What follows belongs to an exercise in optimizing a design on an open flow for a short achievable clock period and few clock cycles; a production flow would make more cautious choices. In this exercise RTL edits were held to simulation tests only and were not proved equivalent to the original. Power is estimated from default activity; no workload was simulated.

<file path="design/flow/run.sh">
#!/bin/bash
# synth_recipe.tcl (not shown) runs the flow's synth.tcl, then flattens the netlist and writes it again
# the make line also repeats each setting of config.mk as NAME=value (left out here)
make -C /OpenROAD-flow-scripts/flow DESIGN_CONFIG=/design/flow/config.mk WORK_HOME=/design/flow/orfs CLKGATE_MAP_FILE= SYNTH_SCRIPT=/design/flow/synth_recipe.tcl finish
</file>
<file path="design/flow/config.mk">
export PLATFORM = sky130hd
export DESIGN_NAME = cpu
export DESIGN_NICKNAME = cpu
export VERILOG_FILES = /design/flow/design.v
export SDC_FILE = /design/flow/constraint.sdc
export NUM_CORES = 4
export LEC_CHECK = 0
export CAP_MARGIN = 20
export CORE_MARGIN = 2
export CORE_UTILIZATION = 22
export GPL_ROUTABILITY_DRIVEN = 1
export PLACE_DENSITY = 0.35
export SLEW_MARGIN = 20
</file>
<file path="design/flow/constraint.sdc">
create_clock -name core_clock -period 9.0 [get_ports {i_clk}]
set_input_delay 1.8000 -clock core_clock [delete_from_list [all_inputs] [get_ports {i_clk}]]
set_output_delay 1.8000 -clock core_clock [all_outputs]
set_load 0.01 [all_outputs]
</file>
<file path="design/flow/design.v">
module cpu #(  
	parameter ADDR_W = 64,
	parameter INST_W = 32,
	parameter DATA_W = 64
)(
    input                   i_clk,
    input                   i_rst_n,
    input                   i_i_valid_inst,  
    input  [ INST_W-1 : 0 ] i_i_inst,        
    input                   i_d_valid_data,  
    input  [ DATA_W-1 : 0 ] i_d_data,        
    output                  o_i_valid_addr,  
    output [ ADDR_W-1 : 0 ] o_i_addr,        
    output [ DATA_W-1 : 0 ] o_d_w_data,      
    output [ ADDR_W-1 : 0 ] o_d_w_addr,      
    output [ ADDR_W-1 : 0 ] o_d_r_addr,      
    output                  o_d_MemRead,     
    output                  o_d_MemWrite,    
    output                  o_finish
);
    wire [32-1:0] IF_inst;
    wire         [7:0] IF_inst_addr;
    wire [32-1:0] ID_inst;
    wire         [7:0] ID_inst_addr;
    wire         [4:0] ID_rs1;
    wire         [4:0] ID_rs2;
    wire         [4:0] ID_rd;
    wire [64-1:0] ID_read_data1;
    wire [64-1:0] ID_read_data2;
    wire [64-1:0] ID_immediate;
    wire         [6:0] ID_opcode;
    wire         [2:0] ID_funct3;
    wire         [6:0] ID_funct7;
    wire         [2:0] ID_ALU_op;
    wire               ID_valid_rs2;
    wire               ID_write_flag;
    wire               ID_MemRead;
    wire               ID_MemWrite;
    wire               ID_RegWrite;
    wire               ID_ALU_src;
    wire         [1:0] ID_branch;
    wire               ID_finish;
    wire         [4:0] EX_rs1;
    wire         [4:0] EX_rs2;
    wire         [4:0] EX_rd;
    wire [64-1:0] EX_read_data1;
    wire [64-1:0] EX_read_data2;
    wire [64-1:0] EX_immediate;
    wire [64-1:0] EX_ALU_src_data;
    wire [64-1:0] EX_store_data;
    wire         [7:0] EX_inst_addr;
    wire [64-1:0] EX_ALU_input1;
    wire [64-1:0] EX_ALU_input2;
    wire [64-1:0] EX_ALU_result;
    wire         [2:0] EX_ALU_op;
    wire               EX_valid_rs2;
    wire               EX_write_flag;
    wire               EX_MemRead;
    wire               EX_MemWrite;
    wire               EX_RegWrite;
    wire               EX_ALU_src;
    wire         [1:0] EX_branch;
    wire               EX_finish;
    wire         [4:0] MEM_rd;
    wire [64-1:0] MEM_ALU_result;
    wire [64-1:0] MEM_store_data;
    wire [64-1:0] MEM_MEM_result;
    wire               MEM_write_flag;
    wire               MEM_MemRead;
    wire               MEM_MemWrite;
    wire               MEM_RegWrite;
    wire               MEM_finish;
    wire         [4:0] WB_rd;
    wire [64-1:0] WB_ALU_result;
    wire [64-1:0] WB_MEM_result;
    wire [64-1:0] WB_write_data;
    wire               WB_MemRead;
    wire               WB_RegWrite;
    wire               WB_finish;
    wire [7:0] PC_inst_addr;
    wire [7:0] PC_inst_addr_next;
    wire [7:0] PC_inst_addr_4;
    wire [7:0] PC_branch_target;
    wire       PC_branch, PC_flush;
    wire [1:0] forwardA, forwardB;
    assign PC_inst_addr_4 = PC_inst_addr + 4;
    assign PC_branch_target = EX_inst_addr + EX_immediate[7:0];
    MUX_PC mux_pc(PC_inst_addr_4, PC_branch_target, PC_branch, PC_inst_addr_next);
    PC pc(i_clk, i_rst_n, ~PC_flush, PC_inst_addr_next, PC_inst_addr);
    Forward_unit forward_unit(EX_valid_rs2, EX_rs1, EX_rs2, MEM_rd, MEM_RegWrite, WB_rd, WB_RegWrite, forwardA, forwardB);
    Hazard_unit hazard_unit(ID_rs1, ID_rs2, ID_valid_rs2, EX_rd, EX_MemRead, EX_ALU_input1, EX_ALU_input2, EX_branch, PC_flush, PC_branch);
    ID_pipeline ID_p(i_clk, i_rst_n, PC_branch, IF_inst, PC_inst_addr, ~PC_flush & ~PC_branch, ID_inst, ID_inst_addr, ID_write_flag);
    Registers regfile(i_clk, i_rst_n, ID_rs1, ID_rs2, WB_rd, WB_RegWrite, WB_write_data, ID_read_data1, ID_read_data2);
    assign ID_rd     = ID_inst[11:7];
    assign ID_rs1    = ID_inst[19:15];
    assign ID_rs2    = ID_inst[24:20];
    assign ID_opcode = ID_inst[6:0];
    assign ID_funct3 = ID_inst[14:12];
    assign ID_funct7 = ID_inst[31:25];
    ImmGen immgen(ID_inst, ID_immediate);
    Control_unit control_unit(ID_opcode, ID_funct3, ID_valid_rs2, ID_MemRead, ID_MemWrite, ID_RegWrite, ID_ALU_src, ID_branch, ID_finish);
    ALU_control alu_control(ID_opcode, ID_funct3, ID_funct7, ID_ALU_op);
    EX_pipeline EX_p(i_clk, i_rst_n, ID_rs1, ID_rs2, ID_rd, ID_read_data1, ID_read_data2, ID_immediate, ID_inst_addr, ID_ALU_op, ID_write_flag & ~PC_flush & ~PC_branch, ID_valid_rs2, ID_MemRead, ID_MemWrite, ID_RegWrite, ID_ALU_src, ID_branch, ID_finish, EX_rs1, EX_rs2, EX_rd, EX_read_data1, EX_read_data2, EX_immediate, EX_inst_addr, EX_ALU_op, EX_write_flag, EX_valid_rs2, EX_MemRead, EX_MemWrite, EX_RegWrite, EX_ALU_src, EX_branch, EX_finish);
    MUX_2_1 mux_alu_src2(EX_read_data2, EX_immediate, EX_ALU_src, EX_ALU_src_data);
    MUX_4_1 mux_alu_input1(EX_read_data1, WB_write_data, MEM_ALU_result, 64'b0, forwardA, EX_ALU_input1);
    MUX_4_1 mux_alu_input2(EX_ALU_src_data, WB_write_data, MEM_ALU_result, 64'b0, (EX_MemWrite)? 2'b0: forwardB, EX_ALU_input2);
    MUX_4_1 mux_ex_store_data(EX_read_data2, WB_write_data, MEM_ALU_result, 64'b0, forwardB, EX_store_data);
    ALU alu(i_clk, i_rst_n, EX_ALU_input1, EX_ALU_input2, EX_ALU_op, EX_ALU_result);
    MEM_pipeline MEM_p(i_clk, i_rst_n, EX_rd, EX_ALU_result, EX_store_data, EX_MemRead, EX_MemWrite, EX_RegWrite, EX_finish, MEM_rd, MEM_ALU_result, MEM_store_data, MEM_MemRead, MEM_MemWrite, MEM_RegWrite, MEM_finish);
    WB_pipeline WB_p(i_clk, i_rst_n, MEM_rd, MEM_ALU_result, MEM_MEM_result, MEM_MemRead, MEM_RegWrite, MEM_finish, WB_rd, WB_ALU_result, WB_MEM_result, WB_MemRead, WB_RegWrite, WB_finish);
    MUX_2_1 mux_wb_data(WB_ALU_result, WB_MEM_result, WB_MemRead, WB_write_data);
    assign IF_inst = (i_i_valid_inst)? i_i_inst: 0;
    assign MEM_MEM_result = (i_d_valid_data)? i_d_data: 0;
    assign o_i_addr = PC_inst_addr;
    assign o_i_valid_addr = ~PC_flush;
    assign o_d_MemRead  = MEM_MemRead;
    assign o_d_MemWrite = MEM_MemWrite;
    assign o_d_r_addr   = MEM_ALU_result;
    assign o_d_w_addr   = MEM_ALU_result;
    assign o_d_w_data   = MEM_store_data;
    assign o_finish = WB_finish;
endmodule
module PC(
    input        clk,
    input        rst_n,
    input        i_write_flag,
    input  [7:0] i_addr,
    output [7:0] o_addr
);
    reg [7:0] o_addr_r, o_addr_w;
    assign o_addr = o_addr_r;
    always @(*) begin
        o_addr_w = (i_write_flag)? i_addr: o_addr_r;
    end
    always @(posedge clk or negedge rst_n) begin
        if (~rst_n) begin
            o_addr_r <= 0;
        end
        else begin
            o_addr_r <= o_addr_w;
        end
    end
endmodule
module Registers(
    input                clk,
    input                rst_n,
    input          [4:0] rs1,
    input          [4:0] rs2,
    input          [4:0] rd,
    input                RegWrite,
    input  [64-1:0] write_data,
    output [64-1:0] read_data1,
    output [64-1:0] read_data2
);  
    integer i;
    reg [64-1:0] regs[31:0];
    reg [64-1:0] regs_w[31:0];
    assign read_data1 = (RegWrite && rd == rs1)? write_data: regs[rs1];
    assign read_data2 = (RegWrite && rd == rs2)? write_data: regs[rs2];
    always @(*) begin
        for (i = 0; i < 32; i = i + 1) regs_w[i] = regs[i];
        if (RegWrite) regs_w[rd] = write_data;
    end
    always @(posedge clk or negedge rst_n) begin
        if (~rst_n) begin
            for (i = 0; i < 32; i = i + 1) regs[i] <= 0;
        end
        else begin
            for (i = 0; i < 32; i = i + 1) regs[i] <= regs_w[i];
        end
    end
endmodule
module ImmGen(
    input  [32-1:0] inst,
    output [64-1:0] immediate
);
    assign immediate[63:12] = (inst[31])? ~0: 0;
    assign immediate[11:0]  = (inst[6:0] == 7'b0100011)? {{inst[31:25]}, {inst[11:7]}}:
                              (inst[6:0] == 7'b1100011)? {{inst[7]}, {inst[30:25]}, {inst[11:8]}, 1'b0}:
                              (inst[6:0] == 7'b0000011 || inst[6:0] == 7'b0010011)? {{inst[31:20]}}: 12'b0;
endmodule
module Control_unit(
    input  [6:0] opcode,
    input  [2:0] funct3,
    output       valid_rs2,
    output       MemRead,
    output       MemWrite,
    output       RegWrite,
    output       ALU_src,
    output [1:0] branch,
    output       finish
);
    assign valid_rs2 = (opcode == 7'b0100011) || (opcode == 7'b1100011) || (opcode == 7'b0110011);
    assign MemRead   = (opcode == 7'b0000011);
    assign MemWrite  = (opcode == 7'b0100011);
    assign RegWrite  = (opcode == 7'b0000011) || (opcode == 7'b0010011) || (opcode == 7'b0110011);
    assign ALU_src   = (opcode == 7'b0000011) || (opcode == 7'b0100011) || (opcode == 7'b0010011);
    assign branch    = (opcode == 7'b1100011)? ((funct3 == 3'b000)? 2'b01: 2'b10): 2'b00;
    assign finish    = (opcode == 7'b1111111);
endmodule
module Forward_unit(
    input        valid_rs2,
    input  [4:0] EX_rs1,
    input  [4:0] EX_rs2,
    input  [4:0] MEM_rd,
    input        MEM_RegWrite,
    input  [4:0] WB_rd,
    input        WB_RegWrite,
    output [1:0] forwardA,
    output [1:0] forwardB
);
    assign forwardA = ((EX_rs1 == MEM_rd) && (MEM_RegWrite))? 2'b10: 
                   ((EX_rs1 == WB_rd) && (WB_RegWrite))? 2'b01: 2'b00;
    assign forwardB = (valid_rs2 && (EX_rs2 == MEM_rd) && (MEM_RegWrite))? 2'b10:
                   (valid_rs2 && (EX_rs2 == WB_rd) && (WB_RegWrite))? 2'b01: 2'b00;
endmodule
module Hazard_unit(
    input         [4:0] ID_rs1,
    input         [4:0] ID_rs2,
    input               ID_valid_rs2,
    input         [4:0] EX_rd,
    input               EX_MemRead,
    input [64-1:0] EX_data1,
    input [64-1:0] EX_data2,
    input         [1:0] EX_branch,
    output              flush_flag,
    output              branch_flag
);
    assign flush_flag = ((ID_rs1 == EX_rd) && EX_MemRead) || (ID_valid_rs2 && (ID_rs2 == EX_rd) && EX_MemRead);
    assign branch_flag = ((EX_branch == 2'b01) && (EX_data1 == EX_data2)) || ((EX_branch == 2'b10) && (EX_data1 != EX_data2));
endmodule
module ID_pipeline(
    input                clk,
    input                rst_n,
    input                flush,
    input  [32-1:0] i_inst,
    input          [7:0] i_inst_addr,
    input                i_write_flag,
    output [32-1:0] o_inst, 
    output         [7:0] o_inst_addr,
    output               o_write_flag
);
    reg [32-1:0] o_inst_r, o_inst_w;
    reg         [7:0] o_inst_addr_r, o_inst_addr_w;
    reg               o_write_flag_r, o_write_flag_w;
    assign o_inst       = o_inst_r;
    assign o_inst_addr  = o_inst_addr_r;
    assign o_write_flag = o_write_flag_r;
    always @(*) begin
        if (flush) begin
            o_inst_w       = 0;
            o_inst_addr_w  = 0;
            o_write_flag_w = 0;            
        end
        else if (i_write_flag) begin
            o_inst_w       = i_inst;
            o_inst_addr_w  = i_inst_addr;
            o_write_flag_w = i_write_flag;
        end
        else begin
            o_inst_w       = o_inst_r;
            o_inst_addr_w  = o_inst_addr_r;
            o_write_flag_w = o_write_flag_r;
        end
    end
    always @(posedge clk or negedge rst_n) begin
        if (~rst_n) begin
            o_inst_r       <= 0;
            o_inst_addr_r  <= 0;
            o_write_flag_r <= 0;
        end
        else begin
            o_inst_r       <= o_inst_w;
            o_inst_addr_r  <= o_inst_addr_w;
            o_write_flag_r <= o_write_flag_w;
        end
    end
endmodule
module EX_pipeline(
    input                clk,
    input                rst_n,
    input          [4:0] i_rs1,
    input          [4:0] i_rs2,
    input          [4:0] i_rd,
    input  [64-1:0] i_read_data1,
    input  [64-1:0] i_read_data2,
    input  [64-1:0] i_immediate,
    input          [7:0] i_inst_addr,
    input          [2:0] i_ALU_op,
    input                i_write_flag,
    input                i_valid_rs2,
    input                i_MemRead,
    input                i_MemWrite,
    input                i_RegWrite,
    input                i_ALU_src,
    input          [1:0] i_branch,
    input                i_finish,
    output         [4:0] o_rs1,
    output         [4:0] o_rs2,
    output         [4:0] o_rd,
    output [64-1:0] o_read_data1,
    output [64-1:0] o_read_data2,
    output [64-1:0] o_immediate,
    output         [7:0] o_inst_addr,
    output         [2:0] o_ALU_op,
    output               o_write_flag,
    output               o_valid_rs2,
    output               o_MemRead,
    output               o_MemWrite,
    output               o_RegWrite,
    output               o_ALU_src,
    output         [1:0] o_branch,
    output               o_finish
);
    reg         [4:0] o_rs1_r, o_rs1_w;
    reg         [4:0] o_rs2_r, o_rs2_w;
    reg         [4:0] o_rd_r, o_rd_w;
    reg [64-1:0] o_read_data1_r, o_read_data1_w;
    reg [64-1:0] o_read_data2_r, o_read_data2_w;
    reg [64-1:0] o_immediate_r, o_immediate_w;
    reg         [7:0] o_inst_addr_r, o_inst_addr_w;
    reg         [2:0] o_ALU_op_r, o_ALU_op_w;
    reg               o_write_flag_r, o_write_flag_w;
    reg               o_valid_rs2_r, o_valid_rs2_w;
    reg               o_MemRead_r, o_MemRead_w;
    reg               o_MemWrite_r, o_MemWrite_w;
    reg               o_RegWrite_r, o_RegWrite_w;
    reg               o_ALU_src_r, o_ALU_src_w;
    reg         [1:0] o_branch_r, o_branch_w;
    reg               o_finish_r, o_finish_w;
    assign o_rs1        = o_rs1_r;
    assign o_rs2        = o_rs2_r;
    assign o_rd         = o_rd_r;
    assign o_read_data1 = o_read_data1_r;
    assign o_read_data2 = o_read_data2_r;
    assign o_immediate  = o_immediate_r;
    assign o_inst_addr  = o_inst_addr_r;
    assign o_ALU_op     = o_ALU_op_r;
    assign o_write_flag = o_write_flag_r;
    assign o_valid_rs2  = o_valid_rs2_r;
    assign o_MemRead    = o_MemRead_r;
    assign o_MemWrite   = o_MemWrite_r;
    assign o_RegWrite   = o_RegWrite_r;
    assign o_ALU_src    = o_ALU_src_r;
    assign o_branch     = o_branch_r;
    assign o_finish     = o_finish_r;
    always @(*) begin
        if (i_write_flag) begin
            o_rs1_w        = i_rs1;
            o_rs2_w        = i_rs2;
            o_rd_w         = i_rd;
            o_read_data1_w = i_read_data1;
            o_read_data2_w = i_read_data2;
            o_immediate_w  = i_immediate;
            o_inst_addr_w  = i_inst_addr;
            o_ALU_op_w     = i_ALU_op;
            o_write_flag_w = i_write_flag;
            o_valid_rs2_w  = i_valid_rs2;
            o_MemRead_w    = i_MemRead;
            o_MemWrite_w   = i_MemWrite;
            o_RegWrite_w   = i_RegWrite;
            o_ALU_src_w    = i_ALU_src;
            o_branch_w     = i_branch;
            o_finish_w     = i_finish;
        end
        else begin
            o_rs1_w        = 0;
            o_rs2_w        = 0;
            o_rd_w         = 0;
            o_read_data1_w = 0;
            o_read_data2_w = 0;
            o_immediate_w  = 0;
            o_inst_addr_w  = 0;
            o_ALU_op_w     = 0;
            o_write_flag_w = 0;
            o_valid_rs2_w  = 0;
            o_MemRead_w    = 0;
            o_MemWrite_w   = 0;
            o_RegWrite_w   = 0;
            o_ALU_src_w    = 0;
            o_branch_w     = 0;
            o_finish_w     = 0;
        end
    end
    always @(posedge clk or negedge rst_n) begin
        if (~rst_n) begin
            o_rs1_r        <= 0;
            o_rs2_r        <= 0;
            o_rd_r         <= 0;
            o_read_data1_r <= 0;
            o_read_data2_r <= 0;
            o_immediate_r  <= 0;
            o_inst_addr_r  <= 0;
            o_ALU_op_r     <= 0;
            o_write_flag_r <= 0;
            o_valid_rs2_r  <= 0;
            o_MemRead_r    <= 0;
            o_MemWrite_r   <= 0;
            o_RegWrite_r   <= 0;
            o_ALU_src_r    <= 0;
            o_branch_r     <= 0;
            o_finish_r     <= 0;
        end
        else begin
            o_rs1_r        <= o_rs1_w;
            o_rs2_r        <= o_rs2_w;
            o_rd_r         <= o_rd_w;
            o_read_data1_r <= o_read_data1_w;
            o_read_data2_r <= o_read_data2_w;
            o_immediate_r  <= o_immediate_w;
            o_inst_addr_r  <= o_inst_addr_w;
            o_ALU_op_r     <= o_ALU_op_w;
            o_write_flag_r <= o_write_flag_w;
            o_valid_rs2_r  <= o_valid_rs2_w;
            o_MemRead_r    <= o_MemRead_w;
            o_MemWrite_r   <= o_MemWrite_w;
            o_RegWrite_r   <= o_RegWrite_w;
            o_ALU_src_r    <= o_ALU_src_w;
            o_branch_r     <= o_branch_w;
            o_finish_r     <= o_finish_w;        
        end
    end
endmodule
module MEM_pipeline(
    input                clk,
    input                rst_n,
    input          [4:0] i_rd,
    input  [64-1:0] i_ALU_result,
    input  [64-1:0] i_store_data,
    input                i_MemRead,
    input                i_MemWrite,
    input                i_RegWrite,
    input                i_finish,
    output         [4:0] o_rd,
    output [64-1:0] o_ALU_result,
    output [64-1:0] o_store_data,
    output               o_MemRead,
    output               o_MemWrite,
    output               o_RegWrite,
    output               o_finish
);
    reg         [4:0] o_rd_r, o_rd_w;
    reg [64-1:0] o_ALU_result_r, o_ALU_result_w;
    reg [64-1:0] o_store_data_r, o_store_data_w;
    reg               o_MemRead_r, o_MemRead_w;
    reg               o_MemWrite_r, o_MemWrite_w;
    reg               o_RegWrite_r, o_RegWrite_w;
    reg               o_finish_r, o_finish_w; 
    assign o_rd         = o_rd_r;
    assign o_ALU_result = o_ALU_result_r;
    assign o_store_data = o_store_data_r;
    assign o_MemRead    = o_MemRead_r;
    assign o_MemWrite   = o_MemWrite_r;
    assign o_RegWrite   = o_RegWrite_r;
    assign o_finish     = o_finish_r;
    always @(*) begin
            o_rd_w         = i_rd;
            o_ALU_result_w = i_ALU_result;
            o_store_data_w = i_store_data;
            o_MemRead_w    = i_MemRead;
            o_MemWrite_w   = i_MemWrite;
            o_RegWrite_w   = i_RegWrite;
            o_finish_w     = i_finish;
    end
    always @(posedge clk or negedge rst_n) begin
        if (~rst_n) begin
            o_rd_r         <= 0;
            o_ALU_result_r <= 0;
            o_store_data_r <= 0;
            o_MemRead_r    <= 0;
            o_MemWrite_r   <= 0;
            o_RegWrite_r   <= 0;
            o_finish_r     <= 0;
        end
        else begin
            o_rd_r         <= o_rd_w;
            o_ALU_result_r <= o_ALU_result_w;
            o_store_data_r <= o_store_data_w;
            o_MemRead_r    <= o_MemRead_w;
            o_MemWrite_r   <= o_MemWrite_w;
            o_RegWrite_r   <= o_RegWrite_w;
            o_finish_r     <= o_finish_w;
        end
    end
endmodule
module WB_pipeline(
    input                clk,
    input                rst_n,
    input          [4:0] i_rd,
    input  [64-1:0] i_ALU_result,
    input  [64-1:0] i_MEM_result,
    input                i_MemRead,
    input                i_RegWrite,
    input                i_finish,
    output         [4:0] o_rd,
    output [64-1:0] o_ALU_result,
    output [64-1:0] o_MEM_result,
    output               o_MemRead,
    output               o_RegWrite,
    output               o_finish
);
    reg         [4:0] o_rd_r, o_rd_w;
    reg [64-1:0] o_ALU_result_r, o_ALU_result_w;
    reg [64-1:0] o_MEM_result_r, o_MEM_result_w;
    reg               o_MemRead_r, o_MemRead_w;
    reg               o_RegWrite_r, o_RegWrite_w;
    reg               o_finish_r, o_finish_w;
    assign o_rd         = o_rd_r;
    assign o_ALU_result = o_ALU_result_r;
    assign o_MEM_result = o_MEM_result_r;
    assign o_MemRead    = o_MemRead_r;
    assign o_RegWrite   = o_RegWrite_r;
    assign o_finish     = o_finish_r;
    always @(*) begin
            o_rd_w         = i_rd;
            o_ALU_result_w = i_ALU_result;
            o_MEM_result_w = i_MEM_result;
            o_MemRead_w    = i_MemRead;
            o_RegWrite_w   = i_RegWrite;
            o_finish_w     = i_finish;
    end
    always @(posedge clk or negedge rst_n) begin
        if (~rst_n) begin
            o_rd_r         <= 0;
            o_ALU_result_r <= 0;
            o_MEM_result_r <= 0;
            o_MemRead_r    <= 0;
            o_RegWrite_r   <= 0;
            o_finish_r     <= 0;
        end
        else begin
            o_rd_r         <= o_rd_w;
            o_ALU_result_r <= o_ALU_result_w;
            o_MEM_result_r <= o_MEM_result_w;
            o_MemRead_r    <= o_MemRead_w;
            o_RegWrite_r   <= o_RegWrite_w;
            o_finish_r     <= o_finish_w;
        end
    end
endmodule
module MUX_PC(
    input  [7:0] i0,
    input  [7:0] i1,
    input        sel,
    output [7:0] o0
);
    assign o0 = (sel)? i1: i0;
endmodule
module MUX_2_1(
    input [64-1:0] i0,
    input [64-1:0] i1,
    input               sel,
    output [64-1:0] o0
);
    assign o0 = (sel)? i1: i0;
endmodule
module MUX_4_1(
    input [64-1:0] i0,
    input [64-1:0] i1,
    input [64-1:0] i2,
    input [64-1:0] i3,
    input         [1:0] sel,
    output [64-1:0] o0
);
    assign o0 = (sel==2'b00)? i0: (sel==2'b01)? i1: (sel==2'b10)? i2: i3;
endmodule
module ALU_control(
    input [6:0] opcode,
    input [2:0] funct3,
    input [6:0] funct7,
    output [2:0] ALU_op
);
    assign ALU_op = (opcode == 7'b0000011 || opcode == 7'b0100011)? 3'b001:
                    (opcode == 7'b0010011)? (
                        (funct3 == 3'b000)? 3'b001:
                        (funct3 == 3'b100)? 3'b011:
                        (funct3 == 3'b110)? 3'b100:
                        (funct3 == 3'b111)? 3'b101:
                        (funct3 == 3'b001)? 3'b110:
                        (funct3 == 3'b101)? 3'b111: 0):
                    (opcode == 7'b0110011)? (
                        (funct3 == 3'b000)? ((funct7[5])? 3'b010: 3'b001): 
                        (funct3 == 3'b100)? 3'b011:
                        (funct3 == 3'b110)? 3'b100:
                        (funct3 == 3'b111)? 3'b101: 0): 0;
endmodule
module ALU(
    input                clk,
    input                rst_n,
    input  [64-1:0] input1,
    input  [64-1:0] input2,
    input          [2:0] ALU_op,
    output [64-1:0] result
);
    wire [64-1:0] add_res, sub_res;
    wire [64-1:0] temp_input1 = input1;
    wire [64-1:0] temp_input2 = input2;
    Adder64 add(.iA(temp_input1), .iB(temp_input2), .iC(1'b0), .oS(add_res), .oP(), .oG(), .oC());
    Adder64 sub(.iA(temp_input1), .iB(~temp_input2), .iC(1'b1), .oS(sub_res), .oP(), .oG(), .oC());
    assign result = (ALU_op == 3'b001)? add_res:
                    (ALU_op == 3'b010)? sub_res:
                    (ALU_op == 3'b011)? temp_input1 ^ temp_input2:
                    (ALU_op == 3'b100)? temp_input1 | temp_input2:
                    (ALU_op == 3'b101)? temp_input1 & temp_input2:
                    (ALU_op == 3'b110)? temp_input1 << temp_input2[7:0]:
                    (ALU_op == 3'b111)? temp_input1 >> temp_input2[7:0]: 0;
endmodule
module CLA4(
    input  [3:0] iG,
    input  [3:0] iP,
    input  iC,
    output oG,
    output oP,
    output [4:0] oC
);
    assign oC[0] = iC;
    assign oC[1] = iG[0] | (iP[0] & oC[0]);
    assign oC[2] = iG[1] | (iP[1] & iG[0]) | (iP[1] & iP[0] & oC[0]);
    assign oC[3] = iG[2] | (iP[2] & iG[1]) | (iP[2] & iP[1] & iG[0]) | (iP[2] & iP[1] & iP[0] & oC[0]);
    assign oG = iG[3] | (iP[3] & iG[2]) | (iP[3] & iP[2] & iG[1]) | (iP[3] & iP[2] & iP[1] & iG[0]);
    assign oP = iP[3] & iP[2] & iP[1] & iP[0];
    assign oC[4] = oG | (oP & oC[0]);
endmodule
module Adder4(
    input  [3:0] iA,
    input  [3:0] iB,
    input  iC,
    output [3:0] oS,
    output oG,
    output oP,
    output oC
);
    wire [3:0] G = iA & iB;
    wire [3:0] P = iA | iB;
    wire [3:0] C;
    CLA4 cla(.iG(G), .iP(P), .iC(iC), .oG(oG), .oP(oP), .oC({oC, C}));
    assign oS = iA ^ iB ^ C;
endmodule
module Adder16(
    input  [15:0] iA,
    input  [15:0] iB,
    input  iC,
    output [15:0] oS,
    output oG,
    output oP,
    output oC
);
    wire [3:0] G;
    wire [3:0] P;
    wire [3:0] C;
    Adder4 adder0(.iA(iA[ 3: 0]), .iB(iB[ 3: 0]), .iC(C[0]), .oS(oS[ 3: 0]), .oG(G[0]), .oP(P[0]));
    Adder4 adder1(.iA(iA[ 7: 4]), .iB(iB[ 7: 4]), .iC(C[1]), .oS(oS[ 7: 4]), .oG(G[1]), .oP(P[1]));
    Adder4 adder2(.iA(iA[11: 8]), .iB(iB[11: 8]), .iC(C[2]), .oS(oS[11: 8]), .oG(G[2]), .oP(P[2]));
    Adder4 adder3(.iA(iA[15:12]), .iB(iB[15:12]), .iC(C[3]), .oS(oS[15:12]), .oG(G[3]), .oP(P[3]));
    CLA4 cla(.iG(G), .iP(P), .iC(iC), .oG(oG), .oP(oP), .oC({oC, C}));
endmodule
module Adder64(
    input  [63:0] iA,
    input  [63:0] iB,
    input  iC,
    output [63:0] oS,
    output oG,
    output oP,
    output oC
);
    wire [3:0] G;
    wire [3:0] P;
    wire [3:0] C;
    Adder16 adder0(.iA(iA[15: 0]), .iB(iB[15: 0]), .iC(C[0]), .oS(oS[15: 0]), .oG(G[0]), .oP(P[0]));
    Adder16 adder1(.iA(iA[31:16]), .iB(iB[31:16]), .iC(C[1]), .oS(oS[31:16]), .oG(G[1]), .oP(P[1]));
    Adder16 adder2(.iA(iA[47:32]), .iB(iB[47:32]), .iC(C[2]), .oS(oS[47:32]), .oG(G[2]), .oP(P[2]));
    Adder16 adder3(.iA(iA[63:48]), .iB(iB[63:48]), .iC(C[3]), .oS(oS[63:48]), .oG(G[3]), .oP(P[3]));
    CLA4 cla(.iG(G), .iP(P), .iC(iC), .oG(oG), .oP(oP), .oC({oC, C}));
endmodule
</file>
==> impl_metrics.tcl <==
set metrics [dict create \
    status "complete, no violations" \
    syn_avg_cell_area_sq_um 9.06 \
    synth_top_family_by_area "compound AO/OA/AOI/OAI gates" \
    cts_resized 0 \
    syn_inst 14913 \
    start_util_pct 22.1 \
    place_area_sq_um 149000 \
    fin_ws_ns 0.462 \
    vias 133244 \
    rows 287 \
    worst_path_dominant_cell_family "simple AND/OR/NAND/NOR gates" \
    finish.instance_area_sq_um 160000 \
    yosys_warnings 8 \
    fin_cells 22970 \
    min-delay-start "MEM_p.o_finish_r$_DFF_PN0_" \
    cp_max_fo 35 \
    crit_chain "xnor2_1, and4_4, buf_4, a21oi_1, o31ai_1, inv_1, ha_1, nor4_1, and2_1, and3_1, nand3_1, or4b_1, a21oi_1, a311oi_1, o31ai_1, a221oi_1, fa_1, o21ai_0, o21ai_0, a211o_1, nand2_1" \
    synth_edf_count 0 \
    synth.ff_latch_count 2545 \
    cp-end-kind "flop" \
    die-area_sq_um 621000 \
    synth_xor_area_share_pct 0.473 \
    post-place-ws_ns 0.619 \
    fin_nets 14992 \
    r2r_setup_slack_ns 0.46 \
    io_buffers 303 \
    antenna_found_initial 96 \
    grt_pass1_vias 127264 \
    drive_gt1_share_pct 10.6 \
    gp_congestion 0.986 \
    grt-ovfl-total 0 \
    finalSetupViolations 0 \
    critPathKind "reg -> reg" \
    syn_area_sq_um 135000 \
    antenna_left 0 \
    cts_tree "done" \
    holdPathStages 0 \
    whs_endpoint "WB_p.o_finish_r$_DFF_PN0_" \
    fp.dieW_microns 788 \
    drt-total-wl_mm 951 \
    synth_ff_type "dfrtp_1" \
    min_period_ns 8.54 \
    fmax_mhz 117 \
    drv_slew 0 \
    synth_compound_area_share_pct 28.0 \
    worstReg2RegStart "WB_p.o_rd_r[0]$_DFF_PN0_" \
    clock_path_buffers 4 \
    p_total_mw 30.8 \
    slowest_stage "or4b_1" \
    synth_seq_area_share_pct 47.1 \
    coreArea_sq_um 612000 \
    worstMarginPinSlew_ns 1.41 \
    p_leak_nw 67.3 \
    cts_buffers 317 \
    vias_per_cell 5.80 \
    fin_crit_sh_pct 94.9 \
    min-delay-path-class "reg -> reg" \
    first_pass_iters 8 \
    r2r-end "MEM_p.o_ALU_result_r[61]$_DFF_PN0_" \
    cts-root-buf "clkbuf_16" \
    grt_pass1_wl_mm 1260 \
    startpoint_type "flop" \
    ys_async_sr_fraction_pct 100 \
    final_common_cell "dfrtp_1" \
    clk_pin_slew_ns 0.06 \
    grt_max_degree 132 \
    cp.arrival_ns 9.52 \
    synthAdderAreaFrac_pct 2.90 \
    hold_viol 0 \
    fin_skew_ns 0.0967 \
    ys_types 90 \
    dp_cells 22364 \
    power_density_nw_per_um2 192 \
    die_y_microns 788 \
    setup_tns_ns 0 \
    mostFrequentLayoutCells "dfrtp_1, nor2_1, a21oi_1" \
    io_pins 360 \
    drt_iter0_drc 19221 \
    slowest_delay_ns 0.88 \
    hpwl_mm 576 \
    required_ns 9.98 \
    fin_util_pct 26.2 \
    peakVddDrop_uv 148 \
    rsz0062_at_grt "false" \
    drc 0 \
    clock_latency_ns 1.06 \
    synthSimpleGateAreaFrac_pct 13.0 \
    clkSinkCount 2545 \
    grt_use_total_pct 29.4 \
    reg2regPathDepth 21 \
    maxCapViolCount 0 \
    relSlewSlack_pct 5.76 \
    fin_hold_ws_ns 0.345 \
    wl_per_cell_microns 41.4 \
    worst-path-buf-inv 2 \
    synth.area.mux_share_pct 2.93 \
    syn_to_final_growth_pct 18.6 \
    htreeDepth 5 \
]
worst reg2reg max path, cell delays in order, from the launching register on:
cell and delay (ns):
dfrtp_1 0.59, xnor2_1 0.36, and4_4 0.65, buf_4 0.44, a21oi_1 0.11, o31ai_1 0.66, inv_1 0.18, ha_1 0.26
nor4_1 0.57, and2_1 0.28, and3_1 0.31, nand3_1 0.45, or4b_1 0.89, a21oi_1 0.45, a311oi_1 0.28, o31ai_1 0.59
a221oi_1 0.29, fa_1 0.50, o21ai_0 0.17, o21ai_0 0.11, a211o_1 0.31, nand2_1 0.06
worst max path at each step:
stage,from,to,slack (ns),cells past startpoint
floorplan,WB_p.o_MemRead_r$_DFF_PN0_,MEM_p.o_ALU_result_r[61]$_DFF_PN0_,2.74,26
global placement,WB_p.o_rd_r[0]$_DFF_PN0_,MEM_p.o_ALU_result_r[61]$_DFF_PN0_,0.50,20
detailed placement,WB_p.o_rd_r[0]$_DFF_PN0_,MEM_p.o_ALU_result_r[60]$_DFF_PN0_,0.62,24
CTS,WB_p.o_rd_r[0]$_DFF_PN0_,MEM_p.o_ALU_result_r[60]$_DFF_PN0_,0.59,24
global route,WB_p.o_rd_r[4]$_DFF_PN0_,MEM_p.o_ALU_result_r[60]$_DFF_PN0_,0.20,24
finish,WB_p.o_rd_r[0]$_DFF_PN0_,MEM_p.o_ALU_result_r[61]$_DFF_PN0_,0.46,21
synth_stat cells, types with 40 or more instances:
master / n / area share, %
dfrtp_1: 2545 / 47
nor2_1: 1948 / 5.4
a21oi_1: 1777 / 6.6
clkbuf_1: 1228 / 3.4
nand2_1: 1177 / 3.3
o21ai_0: 1172 / 4.3
a221oi_1: 684 / 4.4
a22o_1: 682 / 4.4
a22oi_1: 674 / 3.7
nand4_1: 273 / 1.3
ha_1: 262 / 2.4
nand3_1: 247 / 0.91
mux2i_1: 217 / 1.6
inv_1: 206 / 0.57
mux2_2: 156 / 1.3
buf_4: 154 / 0.86
o32ai_1: 135 / 0.87
buf_1: 93 / 0.26
and3_1: 92 / 0.43
nor3_1: 89 / 0.33
and2_1: 86 / 0.40
nor2b_1: 82 / 0.38
buf_2: 80 / 0.30
a31oi_1: 71 / 0.33
o22a_1: 58 / 0.38
o31ai_1: 51 / 0.28
o22ai_1: 49 / 0.23
a211oi_1: 45 / 0.25
xnor2_1: 42 / 0.27
o211ai_1: 40 / 0.22
flip-flops by register name (all words and copies together) (netlist names), 13 cells and up:
signal	flops
MEM_p.o_ALU_result_r	64
ID_p.o_inst_r	32
WB_p.o_ALU_result_r	64
MEM_p.o_store_data_r	64
regfile.regs	2048
EX_p.o_immediate_r	13
EX_p.o_read_data1_r	64
EX_p.o_read_data2_r	64
WB_p.o_MEM_result_r	64
kinds of logic (layout without fill, tap and decap cells):
| family | after synthesis | count (layout) |
|---|---|---|
| AO/OA/AOI/OAI | 5721 | 5721 |
| AND/OR/NAND/NOR | 4121 | 4122 |
| flip-flops | 2545 | 2545 |
| buffers and inverters | 1782 | 1665 |
| multiplexers | 376 | 376 |
| adder cells (fa/ha/maj) | 294 | 294 |
| XOR/XNOR | 73 | 73 |
| other | 1 | 82 |
power breakdown:
part           switching [mW]  total [mW]  internal [mW]
registers               0.464        12.2           11.8
clock network            5.85        14.0           8.11
logic                    3.34        4.61           1.28
total                    9.65        30.8           21.1
per-layer routing:
layer  part of all wire (%)  track usage [%]
met3                    8.2             6.09
met1                     41             38.1
met5                  0.015                0
met4                    6.3             15.5
met2                     44             46.1
cell type report:
class	instances	area, sq um
Fill cell	65532	451000
Multi-Input combinational cell	10642	66300
Sequential cell	2545	63700
Tap cell	8092	10100
Clock buffer	465	9420
Timing Repair Buffer	876	8420
Clock inverter	108	1510
Inverter	216	817
Antenna cell	26	65.1
repair_timing:
item | in CTS | in global routing
hold buffers | 0 | 0
hold endpoints to repair | 0 | 0
buffers inserted | 0 | 4
endpoints found under the setup margin | 0 | 1
Testbench counts, summed over its fixed seeds: cycles 16,488.

## what the ideal ports hide
No port has a modelled driver above. Below, the same layout with a new extraction and two added sets of constraints.
Step 1: set_driving_cell puts a clkbuf_16 on i_clk and a buf_2 on each other input, an assumption about the parent block.
Step 2 times the ports against the registers' clock, not the clock port: input delays grow and output delays shrink by t, the midpoint of the rising clock arrivals with the driver on.
a / b / c = no drivers / after step 1 / after step 2; a / b = the first two.
t (ns): 1.141
setup slack, ns: 0.462 / 0.462 / 0.462
worst setup path at the end: register to register
latest minus earliest clock arrival (ns): 0.097 / 0.097
worst data-port slew with drivers (ns): 0.15
After both steps this run still meets setup and hold. The setup slack of this run moves by 0.000 ns with the drivers and by 0.000 ns with both steps.
